From an optimization exercise on the open Yosys and OpenROAD flow, aimed at small area, a short achievable clock period and few clock cycles per item; shortcuts taken in it are not production practice.
Where RTL was checked, it was by simulation tests only, not by an equivalence proof against the original.
For run 3, only the layout was checked, not whether the RTL still works.

--- flow/config.mk ---
export PLATFORM = sky130hd
export DESIGN_NAME = Fibonacci
export DESIGN_NICKNAME = Fibonacci
export VERILOG_FILES = /design/flow/design.v
export SDC_FILE = /design/flow/constraint.sdc
export NUM_CORES = 4
export LEC_CHECK = 0
export ABC_CLOCK_PERIOD_IN_PS = 2000
export CAP_MARGIN = 20
export CORE_MARGIN = 2
export CORE_UTILIZATION = 40
export CTS_BUF_LIST = sky130_fd_sc_hd__clkbuf_8 sky130_fd_sc_hd__clkbuf_4
export SETUP_SLACK_MARGIN = 0.6
export SLEW_MARGIN = 20
export SYNTH_HIERARCHICAL = 1
--- flow/design.v ---
module FA(input a, input b, input c, output s, output co);
    assign s = a ^ b ^ c;
    assign co = (a & b) | (c & (a ^ b));
endmodule
module Fibonacci(
    input CLK,
    input RST,
    input [31:0] INP, input IE,
    output [31:0] OUT, output OE);
    reg [31:0] u, v;
    reg [27:0] cnt;    
    reg [0:0] act;    
    reg oe;           
    wire idle = ~act[0];
    assign OUT = v;
    assign OE = oe;
    wire go = IE & idle;
    wire [3:0] r = INP[3:0];
    wire [27:0] nit = INP[31:4];
    reg [31:0] pu, pv;
    always @* begin
        case (r)
        4'd0: begin pu = 32'hfffffc25; pv = 32'h00000000; end
        4'd1: begin pu = 32'h00000262; pv = 32'h00000001; end
        4'd2: begin pu = 32'hfffffe87; pv = 32'h00000001; end
        4'd3: begin pu = 32'h000000e9; pv = 32'h00000002; end
        4'd4: begin pu = 32'hffffff70; pv = 32'h00000003; end
        4'd5: begin pu = 32'h00000059; pv = 32'h00000005; end
        4'd6: begin pu = 32'hffffffc9; pv = 32'h00000008; end
        4'd7: begin pu = 32'h00000022; pv = 32'h0000000d; end
        4'd8: begin pu = 32'hffffffeb; pv = 32'h00000015; end
        4'd9: begin pu = 32'h0000000d; pv = 32'h00000022; end
        4'd10: begin pu = 32'hfffffff8; pv = 32'h00000037; end
        4'd11: begin pu = 32'h00000005; pv = 32'h00000059; end
        4'd12: begin pu = 32'hfffffffd; pv = 32'h00000090; end
        4'd13: begin pu = 32'h00000002; pv = 32'h000000e9; end
        4'd14: begin pu = 32'hffffffff; pv = 32'h00000179; end
        4'd15: begin pu = 32'h00000001; pv = 32'h00000262; end
        endcase
    end
    wire s1 = ~v[11] ^ v[6];
    wire c1 = ~v[11] & v[6];
    wire s2, c2;
    FA f2(.a(~v[12]), .b(v[7]), .c(v[5]), .s(s2), .co(c2));
    wire s3, c3;
    FA f3(.a(~v[13]), .b(v[8]), .c(v[6]), .s(s3), .co(c3));
    wire s4, c4;
    FA f4(.a(~v[14]), .b(v[9]), .c(v[7]), .s(s4), .co(c4));
    wire s5, c5;
    FA f5(.a(~v[15]), .b(v[10]), .c(v[8]), .s(s5), .co(c5));
    wire s6, c6;
    FA f6(.a(~v[16]), .b(v[11]), .c(v[9]), .s(s6), .co(c6));
    wire s7, c7;
    FA f7(.a(~v[17]), .b(v[12]), .c(v[10]), .s(s7), .co(c7));
    wire s8, c8;
    FA f8(.a(~v[18]), .b(v[13]), .c(v[11]), .s(s8), .co(c8));
    wire s9, c9;
    FA f9(.a(~v[19]), .b(v[14]), .c(v[12]), .s(s9), .co(c9));
    wire s10, c10;
    FA f10(.a(~v[20]), .b(v[15]), .c(v[13]), .s(s10), .co(c10));
    wire s11, c11;
    FA f11(.a(~v[21]), .b(v[16]), .c(v[14]), .s(s11), .co(c11));
    wire s12, c12;
    FA f12(.a(~v[22]), .b(v[17]), .c(v[15]), .s(s12), .co(c12));
    wire s13, c13;
    FA f13(.a(~v[23]), .b(v[18]), .c(v[16]), .s(s13), .co(c13));
    wire s14, c14;
    FA f14(.a(~v[24]), .b(v[19]), .c(v[17]), .s(s14), .co(c14));
    wire s15, c15;
    FA f15(.a(~v[25]), .b(v[20]), .c(v[18]), .s(s15), .co(c15));
    wire s16, c16;
    FA f16(.a(~v[26]), .b(v[21]), .c(v[19]), .s(s16), .co(c16));
    wire s17, c17;
    FA f17(.a(~v[27]), .b(v[22]), .c(v[20]), .s(s17), .co(c17));
    wire s18, c18;
    FA f18(.a(~v[28]), .b(v[23]), .c(v[21]), .s(s18), .co(c18));
    wire s19, c19;
    FA f19(.a(~v[29]), .b(v[24]), .c(v[22]), .s(s19), .co(c19));
    wire s20, c20;
    FA f20(.a(~v[30]), .b(v[25]), .c(v[23]), .s(s20), .co(c20));
    wire s21, c21;
    FA f21(.a(~v[31]), .b(v[26]), .c(v[24]), .s(s21), .co(c21));
    wire s22 = ~v[7] ^ v[2];
    wire c22 = ~v[7] & v[2];
    wire s23, c23;
    FA f23(.a(~v[8]), .b(v[3]), .c(v[1]), .s(s23), .co(c23));
    wire s24, c24;
    FA f24(.a(~v[9]), .b(v[4]), .c(v[2]), .s(s24), .co(c24));
    wire s25, c25;
    FA f25(.a(~v[10]), .b(v[5]), .c(v[3]), .s(s25), .co(c25));
    wire s26, c26;
    FA f26(.a(v[4]), .b(v[0]), .c(~u[11]), .s(s26), .co(c26));
    wire s27, c27;
    FA f27(.a(v[1]), .b(~u[12]), .c(c1), .s(s27), .co(c27));
    wire s28, c28;
    FA f28(.a(v[2]), .b(~u[13]), .c(c2), .s(s28), .co(c28));
    wire s29, c29;
    FA f29(.a(v[3]), .b(~u[14]), .c(c3), .s(s29), .co(c29));
    wire s30, c30;
    FA f30(.a(v[4]), .b(~u[15]), .c(c4), .s(s30), .co(c30));
    wire s31, c31;
    FA f31(.a(v[5]), .b(~u[16]), .c(c5), .s(s31), .co(c31));
    wire s32, c32;
    FA f32(.a(v[6]), .b(~u[17]), .c(c6), .s(s32), .co(c32));
    wire s33, c33;
    FA f33(.a(v[7]), .b(~u[18]), .c(c7), .s(s33), .co(c33));
    wire s34, c34;
    FA f34(.a(v[8]), .b(~u[19]), .c(c8), .s(s34), .co(c34));
    wire s35, c35;
    FA f35(.a(v[9]), .b(~u[20]), .c(c9), .s(s35), .co(c35));
    wire s36, c36;
    FA f36(.a(v[10]), .b(~u[21]), .c(c10), .s(s36), .co(c36));
    wire s37, c37;
    FA f37(.a(v[11]), .b(~u[22]), .c(c11), .s(s37), .co(c37));
    wire s38, c38;
    FA f38(.a(v[12]), .b(~u[23]), .c(c12), .s(s38), .co(c38));
    wire s39, c39;
    FA f39(.a(v[13]), .b(~u[24]), .c(c13), .s(s39), .co(c39));
    wire s40, c40;
    FA f40(.a(v[14]), .b(~u[25]), .c(c14), .s(s40), .co(c40));
    wire s41, c41;
    FA f41(.a(v[15]), .b(~u[26]), .c(c15), .s(s41), .co(c41));
    wire s42, c42;
    FA f42(.a(v[16]), .b(~u[27]), .c(c16), .s(s42), .co(c42));
    wire s43, c43;
    FA f43(.a(v[17]), .b(~u[28]), .c(c17), .s(s43), .co(c43));
    wire s44, c44;
    FA f44(.a(v[18]), .b(~u[29]), .c(c18), .s(s44), .co(c44));
    wire s45, c45;
    FA f45(.a(v[19]), .b(~u[30]), .c(c19), .s(s45), .co(c45));
    wire s46, c46;
    FA f46(.a(v[20]), .b(~u[31]), .c(c20), .s(s46), .co(c46));
    wire s47 = ~~v[1];
    wire c47 = ~v[1];
    wire s48 = ~v[2] ^ ~u[2];
    wire c48 = ~v[2] & ~u[2];
    wire s49 = ~v[3] ^ ~u[3];
    wire c49 = ~v[3] & ~u[3];
    wire s50 = ~v[4] ^ ~u[4];
    wire c50 = ~v[4] & ~u[4];
    wire s51, c51;
    FA f51(.a(~v[5]), .b(v[0]), .c(~u[5]), .s(s51), .co(c51));
    wire s52, c52;
    FA f52(.a(~v[6]), .b(v[1]), .c(~u[6]), .s(s52), .co(c52));
    wire s53, c53;
    FA f53(.a(v[0]), .b(~u[7]), .c(s22), .s(s53), .co(c53));
    wire s54, c54;
    FA f54(.a(~u[8]), .b(c22), .c(s23), .s(s54), .co(c54));
    wire s55, c55;
    FA f55(.a(~u[9]), .b(c23), .c(s24), .s(s55), .co(c55));
    wire s56, c56;
    FA f56(.a(~u[10]), .b(c24), .c(s25), .s(s56), .co(c56));
    wire s57, c57;
    FA f57(.a(s1), .b(c25), .c(s26), .s(s57), .co(c57));
    wire s58, c58;
    FA f58(.a(c26), .b(s2), .c(s27), .s(s58), .co(c58));
    wire s59, c59;
    FA f59(.a(s3), .b(c27), .c(s28), .s(s59), .co(c59));
    wire s60, c60;
    FA f60(.a(s4), .b(c28), .c(s29), .s(s60), .co(c60));
    wire s61, c61;
    FA f61(.a(s5), .b(c29), .c(s30), .s(s61), .co(c61));
    wire s62, c62;
    FA f62(.a(s6), .b(c30), .c(s31), .s(s62), .co(c62));
    wire s63, c63;
    FA f63(.a(s7), .b(c31), .c(s32), .s(s63), .co(c63));
    wire s64, c64;
    FA f64(.a(s8), .b(c32), .c(s33), .s(s64), .co(c64));
    wire s65, c65;
    FA f65(.a(s9), .b(c33), .c(s34), .s(s65), .co(c65));
    wire s66, c66;
    FA f66(.a(s10), .b(c34), .c(s35), .s(s66), .co(c66));
    wire s67, c67;
    FA f67(.a(s11), .b(c35), .c(s36), .s(s67), .co(c67));
    wire s68, c68;
    FA f68(.a(s12), .b(c36), .c(s37), .s(s68), .co(c68));
    wire s69, c69;
    FA f69(.a(s13), .b(c37), .c(s38), .s(s69), .co(c69));
    wire s70, c70;
    FA f70(.a(s14), .b(c38), .c(s39), .s(s70), .co(c70));
    wire s71, c71;
    FA f71(.a(s15), .b(c39), .c(s40), .s(s71), .co(c71));
    wire s72, c72;
    FA f72(.a(s16), .b(c40), .c(s41), .s(s72), .co(c72));
    wire s73, c73;
    FA f73(.a(s17), .b(c41), .c(s42), .s(s73), .co(c73));
    wire s74, c74;
    FA f74(.a(s18), .b(c42), .c(s43), .s(s74), .co(c74));
    wire s75, c75;
    FA f75(.a(s19), .b(c43), .c(s44), .s(s75), .co(c75));
    wire s76, c76;
    FA f76(.a(s20), .b(c44), .c(s45), .s(s76), .co(c76));
    wire s77, c77;
    FA f77(.a(s21), .b(c45), .c(s46), .s(s77), .co(c77));
    wire [31:0] ra_0 = {c76, c75, c74, c73, c72, c71, c70, c69, c68, c67, c66, c65, c64, c63, c62, c61, c60, c59, c58, c57, c56, c55, c54, c53, c52, c51, c50, c49, c48, c47, s47, ~v[0]};
    wire [31:0] rb_0 = {s77, s76, s75, s74, s73, s72, s71, s70, s69, s68, s67, s66, s65, s64, s63, s62, s61, s60, s59, s58, s57, s56, s55, s54, s53, s52, s51, s50, s49, s48, ~u[1], ~u[0]};
    wire [32:0] sum_0 = ra_0 + rb_0;
    always @(posedge CLK) begin
        if (go) v[31:0] <= pv[31:0];
        else if (act[0]) v[31:0] <= sum_0[31:0];
        u[31:0] <= idle ? pu[31:0] : v[31:0];
        cnt <= idle ? nit : cnt - 1'b1;
        if (RST) begin
            act <= 0;
            oe <= 1'b1;
        end else if (go) begin
            act <= |nit;
            oe <= ~|nit;
        end else begin
            act <= act[0] & (cnt != 28'd1);
            oe <= ~(act[0] & (cnt != 28'd1));
        end
    end
endmodule
--- flow/standard.sh ---
#!/bin/bash
# synth_recipe.tcl (not shown) runs the flow's synth.tcl, then flattens the netlist and writes it again
# the make line also repeats each setting of config.mk as NAME=value (left out here)
make -C /OpenROAD-flow-scripts/flow DESIGN_CONFIG=/design/flow/config.mk WORK_HOME=/design/flow/orfs CLKGATE_MAP_FILE= SYNTH_SCRIPT=/design/flow/synth_recipe.tcl "${@:-finish}"
--- flow/constraint.sdc ---
create_clock -name core_clock -period 4.0 [get_ports {CLK}]
set_input_delay 0.8000 -clock core_clock [delete_from_list [all_inputs] [get_ports {CLK}]]
set_output_delay 0.8000 -clock core_clock [all_outputs]
set_load 0.01 [all_outputs]
--- flow/flow/run.sh ---
#!/bin/bash
# The standard layout (the standard.sh: ORFS synthesis to finish), with
# the port buffers made of sky130_fd_sc_hd__buf_2 cells instead of the cell buffer_ports picks
# by default (a slow delay buffer). Make's output goes to flow.log here.
set -euo pipefail
bash standard.sh "BUFFER_PORTS_ARGS=-buffer_cell sky130_fd_sc_hd__buf_2" finish > flow.log 2>&1
==> run summary, run 1 <==
I/O pins: 68
Distinct cells, synth: 62
Post-synth design cell area: 7400 um^2
Startpoint of the lowest-slack register-to-register path: v[7]
Deepest clock path buffer count: 2
Result of the run: complete, no violations
Area of the multi-input gates: 5300 um^2
Total overflow reported by the global router: 0
Critical Path End Type: flip-flop
Synthesized Nets: 935
Reg-to-reg slack, setup: 0.06 ns
Critical Path Source Type: flip-flop
CTS clk-pin slew, worst paths: 0.12 ns
Routed wire per std cell: 17.0 um
Starting density of the core: 40.9%
Setup Total Neg Slack: 0 ns
Mapped Avg Cell Area: 9.48 um^2
Post-synthesis instance total: 781
Count of pins over their slew limit: 0
H-Tree Depth: 3
Via/cell ratio: 5.28
Vias in the first global route: 6030
Fill cell count: 1638
Initial antenna violation count: 0
Die H: 140 um
Max transition margin: 41.0%
Fin cells: 1146
Total wire length: 19.5 mm
Area of the core: 18100 um^2
Maximum net fanout on the critical path: 4
Die area: 19600 um^2
Flip-flop cell with the highest count after synthesis: sky130_fd_sc_hd__dfxtp_1
Number of search-and-repair iterations in the first detailed-routing pass: 13
Crit Path Class: reg2reg
Max-cap violations: 0
Biggest area contributors in the synthesized netlist: sky130_fd_sc_hd__fa_1 (19%), sky130_fd_sc_hd__dfxtp_1 (17%), sky130_fd_sc_hd__edfxtp_1 (13%)
Warnings from Yosys: 7
Worst hold path type: reg2reg
TritonCTS buffer count: 9
Worst-skew pair later-pin latency: 0.40 ns
Cell count of the worst reg-to-reg path: 13
Sequential area share after synthesis: 29.7%
Portion of the clock cycle consumed by the worst path in the final layout: 98.5%
Unrepaired setup endpoints after global routing: true
Routed Antenna Nets: 0
Area taken by flip-flops and latches: 2210 um^2
Total placed cells including tap cells: 1085
Core occupancy in the finished layout: 51.3%
Num rows: 49
Critical Path AT: 4.21 ns
Post-route DRC: 0
Pin slew with the least headroom to its limit: 0.885 ns
Cell at the root of the clock tree: sky130_fd_sc_hd__clkbuf_8
Final std cell area, no fill: 9290 um^2
TritonCTS clock tree: done
Timing startpoint of the critical path: v[7]
Largest net degree at the start of global routing: 59
Antenna diode count: 0
Worst hold margin: 0.527 ns
Critical Path Sink: v[29]
Register bit count reported by yosys: 94
Final hold violation count: 0
Width of the chip: 140 um
Number of buffers added to fix hold violations after cts: 0
Proportion of netlist area held by the largest area contributor: 19.5%
Num Clock Sinks: 94
Layout cell share with drive strength beyond 1: 30.4%
Iteration-0 DRC Markers: 346
First-pass GRT wire length: 31.4 mm
HPWL after DPL: 14.7 mm
Port Buf Inserts: 67
Routed vias: 6048
Dpl cell area: 8320 um^2
Endpoint required time on the critical path: 4.26 ns
Biggest area consumer among synthesized cells: sky130_fd_sc_hd__fa_1
Timing-limited maximum frequency: 254 MHz
Area growth from synthesis to layout: 25.4%
Post-layout minimum cycle time: 3.94 ns
RePlAce Congestion: 0.887
Post-layout net count: 1066
Pre-CTS setup slack: 0.0189 ns
Count of endpoints failing setup in the final report: 0
Count of flip-flops with a built-in enable after synthesis: 32
Worst Clk Skew: 0.0187 ns
Total Routing Usage GR: 20.5%
Asr flop ratio synth: 0%
Endpoint of the worst register-to-register path: v[29]
Smallest setup slack after layout: 0.0584 ns
[kinds of logic after synthesis]
group                    share of synthesized area (%)
buffers and inverters                             5.47
adder cells (fa/ha/maj)                           27.4
flip-flops                                        29.7
AO/OA/AOI/OAI                                     15.3
XOR/XNOR                                          6.03
AND/OR/NAND/NOR                                   14.4
multiplexers                                      1.69
[flip-flops by register name, summed over array words and instances (netlist names)]
register	flops
v	32
act	1
cnt	28
u	32
oe	1
[per-module statistics from Yosys, one instance, submodules excluded]
| module | flip-flops and latches | copies in the design | cell area, um^2 |
|---|---|---|---|
| FA | 0 | 71 | 20.0 |
| Fibonacci | 94 | 1 | 5980 |
[cells in the mapped netlist (2+ instances only)]
cell	n
sky130_fd_sc_hd__a21oi_1	103
sky130_fd_sc_hd__nor2_1	80
sky130_fd_sc_hd__inv_1	77
sky130_fd_sc_hd__fa_1	72
sky130_fd_sc_hd__dfxtp_1	62
sky130_fd_sc_hd__ha_1	47
sky130_fd_sc_hd__nand2_1	40
sky130_fd_sc_hd__edfxtp_1	32
sky130_fd_sc_hd__o21ai_0	31
sky130_fd_sc_hd__clkbuf_1	27
sky130_fd_sc_hd__xnor2_1	27
sky130_fd_sc_hd__xor2_1	24
sky130_fd_sc_hd__nor3_1	14
sky130_fd_sc_hd__a21o_1	13
sky130_fd_sc_hd__nor4_1	12
sky130_fd_sc_hd__a211oi_1	11
sky130_fd_sc_hd__mux2i_1	8
sky130_fd_sc_hd__nand3_1	8
sky130_fd_sc_hd__nor2b_1	7
sky130_fd_sc_hd__nand2b_1	6
sky130_fd_sc_hd__and3_1	5
sky130_fd_sc_hd__mux2_2	4
sky130_fd_sc_hd__nand4_1	4
sky130_fd_sc_hd__nor3_2	4
sky130_fd_sc_hd__o21bai_1	4
sky130_fd_sc_hd__o22ai_1	4
sky130_fd_sc_hd__o31ai_1	4
sky130_fd_sc_hd__o2111ai_1	3
sky130_fd_sc_hd__o211ai_2	3
sky130_fd_sc_hd__or3_1	3
sky130_fd_sc_hd__buf_1	2
sky130_fd_sc_hd__nand2_2	2
sky130_fd_sc_hd__nand3_2	2
sky130_fd_sc_hd__nand3b_1	2
sky130_fd_sc_hd__nor2_2	2
sky130_fd_sc_hd__o21a_1	2
sky130_fd_sc_hd__or2_2	2
sky130_fd_sc_hd__or4_1	2
sky130_fd_sc_hd__or4_4	2
sky130_fd_sc_hd__or4b_1	2
[worst max-delay path: stages, from the launching register on]
cell and delay (ns):
sky130_fd_sc_hd__edfxtp_1 0.48, sky130_fd_sc_hd__buf_6 0.16, sky130_fd_sc_hd__fa_2 0.33, sky130_fd_sc_hd__fa_1 0.53, sky130_fd_sc_hd__fa_1 0.45, sky130_fd_sc_hd__ha_4 0.34
sky130_fd_sc_hd__nand2_4 0.07, sky130_fd_sc_hd__o32ai_1 0.35, sky130_fd_sc_hd__a211oi_2 0.10, sky130_fd_sc_hd__o211ai_2 0.11, sky130_fd_sc_hd__nand2_2 0.09, sky130_fd_sc_hd__or4b_4 0.51
sky130_fd_sc_hd__a21o_1 0.18, sky130_fd_sc_hd__a21oi_2 0.10
[metal layers]
| metal | wire length (um) | global-route usage, % | share of wire [%] |
|---|---|---|---|
| met5 | 0 | 0 | 0 |
| met4 | 285 | 5.05 | 1.5 |
| met3 | 827 | 3.35 | 4.2 |
| met2 | 9130 | 33.0 | 47 |
| met1 | 9280 | 28.9 | 48 |
[layout make-up]
| cell class | count | share of cell area [%] |
|---|---|---|
| tap | 229 | 3.09 |
| multi-input combinational | 580 | 57.1 |
| timing repair buffer | 150 | 10.7 |
| clock inverter | 6 | 0.795 |
| clock buffer | 10 | 1.48 |
| inverter | 77 | 3.14 |
| sequential | 94 | 23.8 |
[cells in the final DEF, fill, tap and decap left out, drive strengths merged, types with 11 or more instances in the layout]
cell type | Yosys | final
a211oi | 11 | 11
a21o | 14 | 14
a21oi | 104 | 104
buf | 3 | 150
dfxtp | 62 | 62
edfxtp | 32 | 32
fa | 72 | 72
ha | 47 | 47
inv | 77 | 82
nand2 | 42 | 42
nor2 | 82 | 82
nor3 | 18 | 18
nor4 | 13 | 13
o21ai | 32 | 32
xnor2 | 27 | 27
xor2 | 24 | 24
[worst min path at each step]
stage / to / cells after the start / from
2_1_floorplan: cnt[6] / 2 / cnt[6]
4_1_cts: cnt[6] / 2 / cnt[6]
5_1_grt: cnt[6] / 2 / cnt[6]
3_5_place_dp: cnt[6] / 2 / cnt[6]
6_report: cnt[6] / 2 / cnt[6]
3_3_place_gp: cnt[6] / 2 / cnt[6]
[timing repair]
action,CTS,global route
setup buffers,24,21
endpoints found under the setup margin,19,20
resized for setup,43,42
pin swaps,18,19
Testbench counts, summed over its fixed seeds: cycles 6,114, items 384.
==> inputs of run 2 (changes only) <==
--- a/flow/config.mk
+++ b/flow/config.mk
@@ -6,10 +6,10 @@
 export NUM_CORES = 4
 export LEC_CHECK = 0
-export ABC_CLOCK_PERIOD_IN_PS = 2000
+export ABC_CLOCK_PERIOD_IN_PS = 3000
 export CAP_MARGIN = 20
 export CORE_MARGIN = 2
 export CORE_UTILIZATION = 40
 export CTS_BUF_LIST = sky130_fd_sc_hd__clkbuf_8 sky130_fd_sc_hd__clkbuf_4
-export SETUP_SLACK_MARGIN = 0.6
+export SETUP_SLACK_MARGIN = 0.3
 export SLEW_MARGIN = 20
 export SYNTH_HIERARCHICAL = 1
==> run summary, run 2 <==
Result of the run: complete, no violations
Fill cell count: 1651 (+0.79%)
Delay of the slowest critical-path stage: 0.57 ns (+0.04 ns)
Maximum net fanout on the critical path: 4 (unchanged)
Sequential area share after synthesis: 29.7% (unchanged)
Largest registers in the final layout: u x32, v x32, cnt x28
Routed wire per std cell: 17.2 um (+0.74%)
Starting density of the core: 40.9% (unchanged)
Port Buf Inserts: 67 (unchanged)
Most common cell on crit path: sky130_fd_sc_hd__fa_1
Total Routing Usage GR: 20.3% (-0.11 points)
Largest net degree at the start of global routing: 53 (-10%)
Critical Path End Type: flip-flop
Mapped Avg Cell Area: 9.48 um^2 (unchanged)
Register bit count reported by yosys: 94 (unchanged)
Post-synth design cell area: 7400 um^2 (unchanged)
Routed vias: 5858 (-3.1%)
Area taken by flip-flops and latches: 2210 um^2 (unchanged)
Num rows: 49 (unchanged)
Endpoint of the worst register-to-register path: v[26]
Dpl cell area: 8310 um^2 (-0.12%)
Most repeated cell in the gate-level netlist after synthesis: sky130_fd_sc_hd__a21oi_1
HPWL after DPL: 14.7 mm (+0.16%)
Iteration-0 DRC Markers: 290 (-16%)
Count of endpoints failing setup in the final report: 0 (unchanged)
Post-layout net count: 1045 (-2.0%)
Final hold violation count: 0 (unchanged)
Layout cell share with drive strength beyond 1: 27.8% (-2.6 points)
Worst hold path type: reg2reg
Post-layout minimum cycle time: 3.96 ns (+0.0144 ns)
H-Tree Depth: 3 (unchanged)
Timing-limited maximum frequency: 253 MHz (-0.36%)
CTS clk-pin slew, worst paths: 0.11 ns (about the same)
Max transition margin: 42.0% (+0.93 points)
Count of flip-flops with a built-in enable after synthesis: 32 (unchanged)
Critical-path cell list: fa_2 > fa_1 > fa_1 > ha_4 > a21oi_2 > o21ai_2 > or4b_4 > o31ai_4 > a21oi_4 > a211oi_2 > xor2_1 > nor2_1
Area of the core: 18100 um^2 (unchanged)
Most frequent standard cell in the layout excluding fill and tap cells: sky130_fd_sc_hd__a21oi_1
Number of buffers added to fix hold violations after cts: 0 (unchanged)
Hold Path Cell Cnt: 2 (unchanged)
Num Clock Sinks: 94 (unchanged)
Count of pins over their slew limit: 0 (unchanged)
Max-cap violations: 0 (unchanged)
Number of search-and-repair iterations in the first detailed-routing pass: 23 (+10)
Worst-skew pair later-pin latency: 0.39 ns (about the same)
Warnings from Yosys: 7 (unchanged)
Endpoint required time on the critical path: 4.11 ns (-0.15 ns)
Total overflow reported by the global router: 0 (unchanged)
Critical Path AT: 4.07 ns (-0.14 ns)
Synthesized Nets: 935 (unchanged)
Post-route DRC: 0 (unchanged)
Area growth from synthesis to layout: 21.6%
Proportion of netlist area held by the largest area contributor: 19.5% (unchanged)
Routed Antenna Nets: 0 (unchanged)
Fin cells: 1125 (-1.8%)
Setup Total Neg Slack: 0 ns (unchanged)
Worst Clk Skew: 0.0122 ns (-0.00644 ns)
RePlAce Congestion: 0.882 (-0.62%)
Distinct cells, synth: 62 (unchanged)
Critical Path Sink: v[26]
Slowest cell on the critical path: sky130_fd_sc_hd__fa_1
Final std cell area, no fill: 9000 um^2 (-3.1%)
Initial antenna violation count: 0 (unchanged)
Die H: 140 um (unchanged)
Critical Path Source Type: flip-flop
Cell count of the worst reg-to-reg path: 12 (-1)
Post-synthesis instance total: 781 (unchanged)
Biggest area consumer among synthesized cells: sky130_fd_sc_hd__fa_1
Most common library cells after synthesis: sky130_fd_sc_hd__a21oi_1 (103), sky130_fd_sc_hd__nor2_1 (80), sky130_fd_sc_hd__inv_1 (77)
Area of the multi-input gates: 5220 um^2 (-1.4%)
Reg-to-reg slack, setup: 0.04 ns (about the same)
Portion of the clock cycle consumed by the worst path in the final layout: 98.9% (+0.36 points)
TritonCTS clock tree: done
Crit Path Class: reg2reg
Pin slew with the least headroom to its limit: 0.867 ns (-0.0179 ns)
Asr flop ratio synth: 0% (unchanged)
Cell at the root of the clock tree: sky130_fd_sc_hd__clkbuf_8
Timing startpoint of the critical path: v[7]
TritonCTS buffer count: 9 (unchanged)
Total placed cells including tap cells: 1085 (unchanged)
Antenna diode count: 0 (unchanged)
Worst hold margin: 0.524 ns (-0.00237 ns)
Die area: 19600 um^2 (unchanged)
Biggest area contributors in the synthesized netlist: sky130_fd_sc_hd__fa_1 (19%), sky130_fd_sc_hd__dfxtp_1 (17%), sky130_fd_sc_hd__edfxtp_1 (13%)
First-pass GRT wire length: 31.3 mm (-0.35%)
Deepest clock path buffer count: 2 (unchanged)
I/O pins: 68 (unchanged)
Unrepaired setup endpoints after global routing: true
Width of the chip: 140 um (unchanged)
Vias in the first global route: 5928 (-1.7%)
Flip-flop cell with the highest count after synthesis: sky130_fd_sc_hd__dfxtp_1
Startpoint of the lowest-slack register-to-register path: v[7]
Commonest cells after routing, fill and taps aside: sky130_fd_sc_hd__a21oi_1 (87), sky130_fd_sc_hd__nor2_1 (78), sky130_fd_sc_hd__inv_1 (69)
Total wire length: 19.3 mm (-1.1%)
Via/cell ratio: 5.21 (-1.3%)
-- run 2: cell counts after synthesis --
Identical to the previous run, type by type.
-- run 2: modules after synthesis (local to each module, per instance) --
module     area (um^2)  cells  times used  flip-flops and latches
FA                20.0      1          71                       0
Fibonacci         5980    710           1                      94
-- run 2: cells by family (layout without fill, tap and decap cells) --
kind of cell	Yosys count	in the layout	share of synthesized area [%]
xor+xnor	51	51	6.03
mux	12	12	1.69
fa+ha+maj	119	119	27.4
buf+inv	107	222	5.47
compound gates	191	191	15.3
simple gates	207	207	14.4
flops	94	94	29.7
-- run 2: per-layer routing --
layer | vias to the layer above | routed length [um] | track usage [%]
met1 | 2788 | 9260 | 28.6
met5 | - | 0 | 0
met2 | 152 | 8870 | 32.9
li1 | 2895 | - | -
met3 | 23 | 842 | 3.38
met4 | 0 | 331 | 5.32
-- run 2: timing repair --
item / CTS / global route
setup buffers: 16 / 8
hold endpoints to repair: 0 / 0
cloned: 0 / 0
gates resized for setup: 30 / 41
setup endpoints to repair: 11 / 16
pin swaps: 23 / 27
-- run 2: per-stage QoR --
| stage | setup WS, ns | util (%) |
|---|---|---|
| floorplan | 0.158 | - |
| global placement | 0.0376 | 46.0 |
| detailed placement | 0.0233 | 46.0 |
| CTS | 0.135 | 48.4 |
| global route | -0.107 | 49.8 |
| finish | 0.0440 | 49.8 |
-- run 2: layout make-up --
type | count | area share [%]
timing repair buffer | 129 | 9.02
sequential | 94 | 24.5
multi-input combinational | 580 | 58.0
clock buffer | 9 | 1.38
tap | 229 | 3.18
clock inverter | 7 | 0.681
inverter | 77 | 3.21
-- run 2: worst max-delay path: cells and delay by family (launching register included) --
| family | cells | cell delay [ns] |
|---|---|---|
| AND/OR/NAND/NOR | 2 | 0.63 |
| adder cells (fa/ha/maj) | 4 | 1.65 |
| XOR/XNOR | 1 | 0.16 |
| AO/OA/AOI/OAI | 5 | 0.72 |
| flip-flops | 1 | 0.51 |
-- run 2: how the worst min path moves through the flow --
stage           start  slack [ns]     end
3_5_place_dp   cnt[6]        0.50  cnt[6]
5_1_grt        cnt[6]        0.57  cnt[6]
2_1_floorplan  cnt[6]        0.48  cnt[6]
4_1_cts        cnt[6]        0.52  cnt[6]
6_report       cnt[6]        0.52  cnt[6]
3_3_place_gp   cnt[6]        0.50  cnt[6]
==> inputs of run 3 (changes only) <==
--- a/flow/design.v
+++ b/flow/design.v
@@ -8,5 +8,5 @@
     input [31:0] INP, input IE,
     output [31:0] OUT, output OE);
-    reg [31:0] u, v;
+    reg [31:0] nu, v;    
     reg [27:0] cnt;    
     reg [0:0] act;    
@@ -90,65 +90,65 @@
     FA f25(.a(~v[10]), .b(v[5]), .c(v[3]), .s(s25), .co(c25));
     wire s26, c26;
-    FA f26(.a(v[4]), .b(v[0]), .c(~u[11]), .s(s26), .co(c26));
+    FA f26(.a(v[4]), .b(v[0]), .c(nu[11]), .s(s26), .co(c26));
     wire s27, c27;
-    FA f27(.a(v[1]), .b(~u[12]), .c(c1), .s(s27), .co(c27));
+    FA f27(.a(v[1]), .b(nu[12]), .c(c1), .s(s27), .co(c27));
     wire s28, c28;
-    FA f28(.a(v[2]), .b(~u[13]), .c(c2), .s(s28), .co(c28));
+    FA f28(.a(v[2]), .b(nu[13]), .c(c2), .s(s28), .co(c28));
     wire s29, c29;
-    FA f29(.a(v[3]), .b(~u[14]), .c(c3), .s(s29), .co(c29));
+    FA f29(.a(v[3]), .b(nu[14]), .c(c3), .s(s29), .co(c29));
     wire s30, c30;
-    FA f30(.a(v[4]), .b(~u[15]), .c(c4), .s(s30), .co(c30));
+    FA f30(.a(v[4]), .b(nu[15]), .c(c4), .s(s30), .co(c30));
     wire s31, c31;
-    FA f31(.a(v[5]), .b(~u[16]), .c(c5), .s(s31), .co(c31));
+    FA f31(.a(v[5]), .b(nu[16]), .c(c5), .s(s31), .co(c31));
     wire s32, c32;
-    FA f32(.a(v[6]), .b(~u[17]), .c(c6), .s(s32), .co(c32));
+    FA f32(.a(v[6]), .b(nu[17]), .c(c6), .s(s32), .co(c32));
     wire s33, c33;
-    FA f33(.a(v[7]), .b(~u[18]), .c(c7), .s(s33), .co(c33));
+    FA f33(.a(v[7]), .b(nu[18]), .c(c7), .s(s33), .co(c33));
     wire s34, c34;
-    FA f34(.a(v[8]), .b(~u[19]), .c(c8), .s(s34), .co(c34));
+    FA f34(.a(v[8]), .b(nu[19]), .c(c8), .s(s34), .co(c34));
     wire s35, c35;
-    FA f35(.a(v[9]), .b(~u[20]), .c(c9), .s(s35), .co(c35));
+    FA f35(.a(v[9]), .b(nu[20]), .c(c9), .s(s35), .co(c35));
     wire s36, c36;
-    FA f36(.a(v[10]), .b(~u[21]), .c(c10), .s(s36), .co(c36));
+    FA f36(.a(v[10]), .b(nu[21]), .c(c10), .s(s36), .co(c36));
     wire s37, c37;
-    FA f37(.a(v[11]), .b(~u[22]), .c(c11), .s(s37), .co(c37));
+    FA f37(.a(v[11]), .b(nu[22]), .c(c11), .s(s37), .co(c37));
     wire s38, c38;
-    FA f38(.a(v[12]), .b(~u[23]), .c(c12), .s(s38), .co(c38));
+    FA f38(.a(v[12]), .b(nu[23]), .c(c12), .s(s38), .co(c38));
     wire s39, c39;
-    FA f39(.a(v[13]), .b(~u[24]), .c(c13), .s(s39), .co(c39));
+    FA f39(.a(v[13]), .b(nu[24]), .c(c13), .s(s39), .co(c39));
     wire s40, c40;
-    FA f40(.a(v[14]), .b(~u[25]), .c(c14), .s(s40), .co(c40));
+    FA f40(.a(v[14]), .b(nu[25]), .c(c14), .s(s40), .co(c40));
     wire s41, c41;
-    FA f41(.a(v[15]), .b(~u[26]), .c(c15), .s(s41), .co(c41));
+    FA f41(.a(v[15]), .b(nu[26]), .c(c15), .s(s41), .co(c41));
     wire s42, c42;
-    FA f42(.a(v[16]), .b(~u[27]), .c(c16), .s(s42), .co(c42));
+    FA f42(.a(v[16]), .b(nu[27]), .c(c16), .s(s42), .co(c42));
     wire s43, c43;
-    FA f43(.a(v[17]), .b(~u[28]), .c(c17), .s(s43), .co(c43));
+    FA f43(.a(v[17]), .b(nu[28]), .c(c17), .s(s43), .co(c43));
     wire s44, c44;
-    FA f44(.a(v[18]), .b(~u[29]), .c(c18), .s(s44), .co(c44));
+    FA f44(.a(v[18]), .b(nu[29]), .c(c18), .s(s44), .co(c44));
     wire s45, c45;
-    FA f45(.a(v[19]), .b(~u[30]), .c(c19), .s(s45), .co(c45));
+    FA f45(.a(v[19]), .b(nu[30]), .c(c19), .s(s45), .co(c45));
     wire s46, c46;
-    FA f46(.a(v[20]), .b(~u[31]), .c(c20), .s(s46), .co(c46));
+    FA f46(.a(v[20]), .b(nu[31]), .c(c20), .s(s46), .co(c46));
     wire s47 = ~~v[1];
     wire c47 = ~v[1];
-    wire s48 = ~v[2] ^ ~u[2];
-    wire c48 = ~v[2] & ~u[2];
-    wire s49 = ~v[3] ^ ~u[3];
-    wire c49 = ~v[3] & ~u[3];
-    wire s50 = ~v[4] ^ ~u[4];
-    wire c50 = ~v[4] & ~u[4];
+    wire s48 = ~v[2] ^ nu[2];
+    wire c48 = ~v[2] & nu[2];
+    wire s49 = ~v[3] ^ nu[3];
+    wire c49 = ~v[3] & nu[3];
+    wire s50 = ~v[4] ^ nu[4];
+    wire c50 = ~v[4] & nu[4];
     wire s51, c51;
-    FA f51(.a(~v[5]), .b(v[0]), .c(~u[5]), .s(s51), .co(c51));
+    FA f51(.a(~v[5]), .b(v[0]), .c(nu[5]), .s(s51), .co(c51));
     wire s52, c52;
-    FA f52(.a(~v[6]), .b(v[1]), .c(~u[6]), .s(s52), .co(c52));
+    FA f52(.a(~v[6]), .b(v[1]), .c(nu[6]), .s(s52), .co(c52));
     wire s53, c53;
-    FA f53(.a(v[0]), .b(~u[7]), .c(s22), .s(s53), .co(c53));
+    FA f53(.a(v[0]), .b(nu[7]), .c(s22), .s(s53), .co(c53));
     wire s54, c54;
-    FA f54(.a(~u[8]), .b(c22), .c(s23), .s(s54), .co(c54));
+    FA f54(.a(nu[8]), .b(c22), .c(s23), .s(s54), .co(c54));
     wire s55, c55;
-    FA f55(.a(~u[9]), .b(c23), .c(s24), .s(s55), .co(c55));
+    FA f55(.a(nu[9]), .b(c23), .c(s24), .s(s55), .co(c55));
     wire s56, c56;
-    FA f56(.a(~u[10]), .b(c24), .c(s25), .s(s56), .co(c56));
+    FA f56(.a(nu[10]), .b(c24), .c(s25), .s(s56), .co(c56));
     wire s57, c57;
     FA f57(.a(s1), .b(c25), .c(s26), .s(s57), .co(c57));
@@ -194,10 +194,10 @@
     FA f77(.a(s21), .b(c45), .c(s46), .s(s77), .co(c77));
     wire [31:0] ra_0 = {c76, c75, c74, c73, c72, c71, c70, c69, c68, c67, c66, c65, c64, c63, c62, c61, c60, c59, c58, c57, c56, c55, c54, c53, c52, c51, c50, c49, c48, c47, s47, ~v[0]};
-    wire [31:0] rb_0 = {s77, s76, s75, s74, s73, s72, s71, s70, s69, s68, s67, s66, s65, s64, s63, s62, s61, s60, s59, s58, s57, s56, s55, s54, s53, s52, s51, s50, s49, s48, ~u[1], ~u[0]};
+    wire [31:0] rb_0 = {s77, s76, s75, s74, s73, s72, s71, s70, s69, s68, s67, s66, s65, s64, s63, s62, s61, s60, s59, s58, s57, s56, s55, s54, s53, s52, s51, s50, s49, s48, nu[1], nu[0]};
     wire [32:0] sum_0 = ra_0 + rb_0;
     always @(posedge CLK) begin
         if (go) v[31:0] <= pv[31:0];
         else if (act[0]) v[31:0] <= sum_0[31:0];
-        u[31:0] <= idle ? pu[31:0] : v[31:0];
+        nu[31:0] <= idle ? ~pu[31:0] : ~v[31:0];
         cnt <= idle ? nit : cnt - 1'b1;
         if (RST) begin
--- a/flow/config.mk
+++ b/flow/config.mk
@@ -6,10 +6,9 @@
 export NUM_CORES = 4
 export LEC_CHECK = 0
-export ABC_CLOCK_PERIOD_IN_PS = 3000
 export CAP_MARGIN = 20
 export CORE_MARGIN = 2
 export CORE_UTILIZATION = 40
 export CTS_BUF_LIST = sky130_fd_sc_hd__clkbuf_8 sky130_fd_sc_hd__clkbuf_4
-export SETUP_SLACK_MARGIN = 0.3
+export SETUP_SLACK_MARGIN = 0.1
 export SLEW_MARGIN = 20
 export SYNTH_HIERARCHICAL = 1
==> run summary, run 3 <==
Result of the run: complete, no violations
TritonCTS buffer count: 9 (unchanged)
Iteration-0 DRC Markers: 421 (+45%)
Mapped Avg Cell Area: 9.41 um^2 (-0.71%)
Routed wire per std cell: 17.9 um (+4.2%)
Biggest area consumer among synthesized cells: sky130_fd_sc_hd__fa_1
Final hold violation count: 0 (unchanged)
Maximum net fanout on the critical path: 3 (-1)
Critical-path cell list: fa_1 > fa_1 > fa_1 > ha_4 > and4_4 > nand4_1 > or3_4 > a2111oi_4 > o21a_1 > nor3_1
Total placed cells including tap cells: 1104 (+1.8%)
Cell at the root of the clock tree: sky130_fd_sc_hd__clkbuf_8
Starting density of the core: 40.5% (-0.47 points)
Num rows: 50 (+2.0%)
Distinct cells, synth: 60 (-3.2%)
Layout cell share with drive strength beyond 1: 24.1% (-3.7 points)
Start point of the worst hold path: cnt[6]
Width of the chip: 141 um (+0.58%)
Worst hold margin: 0.484 ns (-0.0404 ns)
Area of the core: 18500 um^2 (+2.4%)
Asr flop ratio synth: 0% (unchanged)
Via/cell ratio: 5.49 (+5.5%)
Num Clock Sinks: 94 (unchanged)
Pin slew with the least headroom to its limit: 1.00 ns (+0.138 ns)
Total wire length: 20.4 mm (+5.6%)
Post-layout minimum cycle time: 3.94 ns (-0.0151 ns)
Vias in the first global route: 6028 (+1.7%)
Most common cell on crit path: sky130_fd_sc_hd__fa_1
Biggest area contributors in the synthesized netlist: sky130_fd_sc_hd__fa_1 (19%), sky130_fd_sc_hd__dfxtp_1 (17%), sky130_fd_sc_hd__edfxtp_1 (13%)
Post-synthesis instance total: 796 (+1.9%)
Area growth from synthesis to layout: 19.4%
Proportion of netlist area held by the largest area contributor: 19.2% (-0.23 points)
Timing-limited maximum frequency: 254 MHz (+0.38%)
Fin cells: 1140 (+1.3%)
Worst-skew pair later-pin latency: 0.39 ns (about the same)
Deepest clock path buffer count: 2 (unchanged)
Flip-flop cell with the highest count after synthesis: sky130_fd_sc_hd__dfxtp_1
H-Tree Depth: 3 (unchanged)
Unrepaired setup endpoints after global routing: true
Most repeated cell in the gate-level netlist after synthesis: sky130_fd_sc_hd__a21oi_1
Crit Path Class: reg2reg
Critical Path AT: 4.09 ns (+0.02 ns)
Initial antenna violation count: 1 (+1)
Count of pins over their slew limit: 0 (unchanged)
Dpl cell area: 8350 um^2 (+0.45%)
Post-route DRC: 0 (unchanged)
TritonCTS clock tree: done
Largest registers in the final layout: nu x32, v x32, cnt x28
Routed Antenna Nets: 0 (unchanged)
Fill cell count: 1791 (+8.5%)
Antenna diode count: 0 (unchanged)
Setup Total Neg Slack: 0 ns (unchanged)
I/O pins: 68 (unchanged)
Endpoint required time on the critical path: 4.15 ns (+0.04 ns)
Die H: 141 um (+0.58%)
Most frequent standard cell in the layout excluding fill and tap cells: sky130_fd_sc_hd__a21oi_1
Final std cell area, no fill: 8950 um^2 (-0.61%)
Number of search-and-repair iterations in the first detailed-routing pass: 5 (-78%)
Timing startpoint of the critical path: v[8]
Startpoint of the lowest-slack register-to-register path: v[8]
Post-synth design cell area: 7490 um^2 (+1.2%)
Most common library cells after synthesis: sky130_fd_sc_hd__a21oi_1 (78), sky130_fd_sc_hd__fa_1 (72), sky130_fd_sc_hd__nor2_1 (71)
Count of flip-flops with a built-in enable after synthesis: 32 (unchanged)
Total Routing Usage GR: 20.8% (+0.49 points)
RePlAce Congestion: 0.904 (+2.5%)
Delay of the slowest critical-path stage: 0.54 ns (-0.03 ns)
Critical Path End Type: flip-flop
Total overflow reported by the global router: 0 (unchanged)
Sequential area share after synthesis: 29.4% (-0.35 points)
Largest net degree at the start of global routing: 56 (+5.7%)
Critical Path Source Type: flip-flop
Post-layout net count: 1056 (+1.1%)
Max transition margin: 33.0% (-8.9 points)
Synthesized Nets: 951 (+1.7%)
Worst hold path type: reg2reg
CTS clk-pin slew, worst paths: 0.12 ns (about the same)
Slowest cell on the critical path: sky130_fd_sc_hd__edfxtp_1
Worst Clk Skew: 0.0109 ns (-0.00130 ns)
First-pass GRT wire length: 32.5 mm (+3.6%)
Port Buf Inserts: 67 (unchanged)
Die area: 19800 um^2 (+1.2%)
Portion of the clock cycle consumed by the worst path in the final layout: 98.5% (-0.38 points)
Max-cap violations: 0 (unchanged)
Warnings from Yosys: 7 (unchanged)
Count of endpoints failing setup in the final report: 0 (unchanged)
Routed vias: 6262 (+6.9%)
HPWL after DPL: 15.6 mm (+6.2%)
Commonest cells after routing, fill and taps aside: sky130_fd_sc_hd__a21oi_1 (72), sky130_fd_sc_hd__nor2_1 (70), sky130_fd_sc_hd__buf_4 (69)
Register bit count reported by yosys: 94 (unchanged)
## run 3: cell types whose count changed in the layout (fill, tap and decap cells not counted), moves of 8 or more
cell,change
sky130_fd_sc_hd__a21oi_1,-15
sky130_fd_sc_hd__a21oi_2,-8
sky130_fd_sc_hd__buf_4,+10
sky130_fd_sc_hd__inv_1,-22
sky130_fd_sc_hd__nand2_1,+8
sky130_fd_sc_hd__nor2_1,-8
sky130_fd_sc_hd__nor3_1,+13
sky130_fd_sc_hd__o21a_1,+8
sky130_fd_sc_hd__o21ai_0,+22
sky130_fd_sc_hd__xor2_1,-11
## run 3: worst paths after layout
path,cells after the start,slack [ns],end
worst max-delay path,10,0.06,v[28]
worst min register to register,2,0.48,cnt[6]
worst min-delay path,2,0.48,cnt[6]
worst max register to register,10,0.06,v[28]
## run 3: layout make-up
| type | instances | area (um^2) | share of cell area (%) |
|---|---|---|---|
| Clock buffer | 9 | 124 | 1.38 |
| Clock inverter | 7 | 61.3 | 0.685 |
| Inverter | 49 | 184 | 2.06 |
| Multi-Input combinational cell | 611 | 5230 | 58.4 |
| Sequential cell | 94 | 2200 | 24.6 |
| Tap cell | 234 | 293 | 3.27 |
| Timing Repair Buffer | 136 | 853 | 9.54 |
## run 3: stage by stage
step	utilization [%]	worst slack (ns)
floorplan	-	0.0720
global placement	45.1	0.0946
detailed placement	45.1	0.0818
CTS	46.3	0.0834
global route	48.3	-0.0245
finish	48.3	0.0591
## run 3: Yosys stat by module (local to each module, per instance)
module	cell area, um^2	flip-flops and latches	cells inside
Fibonacci	6070	94	725
FA	20.0	0	1
## run 3: kinds of logic after synthesis
| logic type | synth area share, % |
|---|---|
| adder cells (fa/ha/maj) | 27.2 |
| multiplexers | 1.77 |
| buffers and inverters | 4.73 |
| flip-flops | 29.4 |
| XOR/XNOR | 4.79 |
| AND/OR/NAND/NOR | 14.4 |
| AO/OA/AOI/OAI | 17.7 |
## run 3: critical path: cells and delay by family (launching register included)
family / cells / cell delay (ns)
AOI/OAI and AO/OA: 2 / 0.56
DFF: 1 / 0.54
and+or+nand+nor: 4 / 0.83
adders and majority gates: 4 / 1.76
## run 3: per-layer routing
layer / up-vias / track usage (%) / wire length [um]
met2: 141 / 33.7 / 9680
met3: 27 / 3.87 / 813
li1: 3014 / - / -
met5: - / 0 / 13
met4: 2 / 4.95 / 371
met1: 3078 / 29.1 / 9520
## run 3: repair_timing
action                                  in CTS  in global routing
pin swaps                                    0                 25
endpoints found under the setup margin       6                 15
gates resized for setup                      1                 55
buffers inserted                             4                 16
hold buffers                                 0                  0

## afterwards: timing with drivers on the ports
In the flow no input, the clock included, has a driving cell. The finished layouts below were timed again as built, in two steps.
Step 1 assumes that a clkbuf_16 drives the clock port and a buf_2 every other input.
Step 2, shift: input delay + t, output delay - t, t = (earliest + latest rising clock arrival at the registers) / 2. This alone moves slack from input paths to output paths.
Slacks: ideal ports / drivers / drivers and shift; pairs: ideal ports / drivers.
run	t, ns	setup WS [ns]	worst hold slack (ns)
run 1	0.430	0.058 / 0.058 / 0.058	0.527 / 0.527 / 0.527
run 2	0.425	0.044 / 0.044 / 0.044	0.524 / 0.524 / 0.524
run 3	0.427	0.059 / 0.059 / 0.059	0.484 / 0.484 / 0.484
After both steps setup and hold are still met in every run listed.
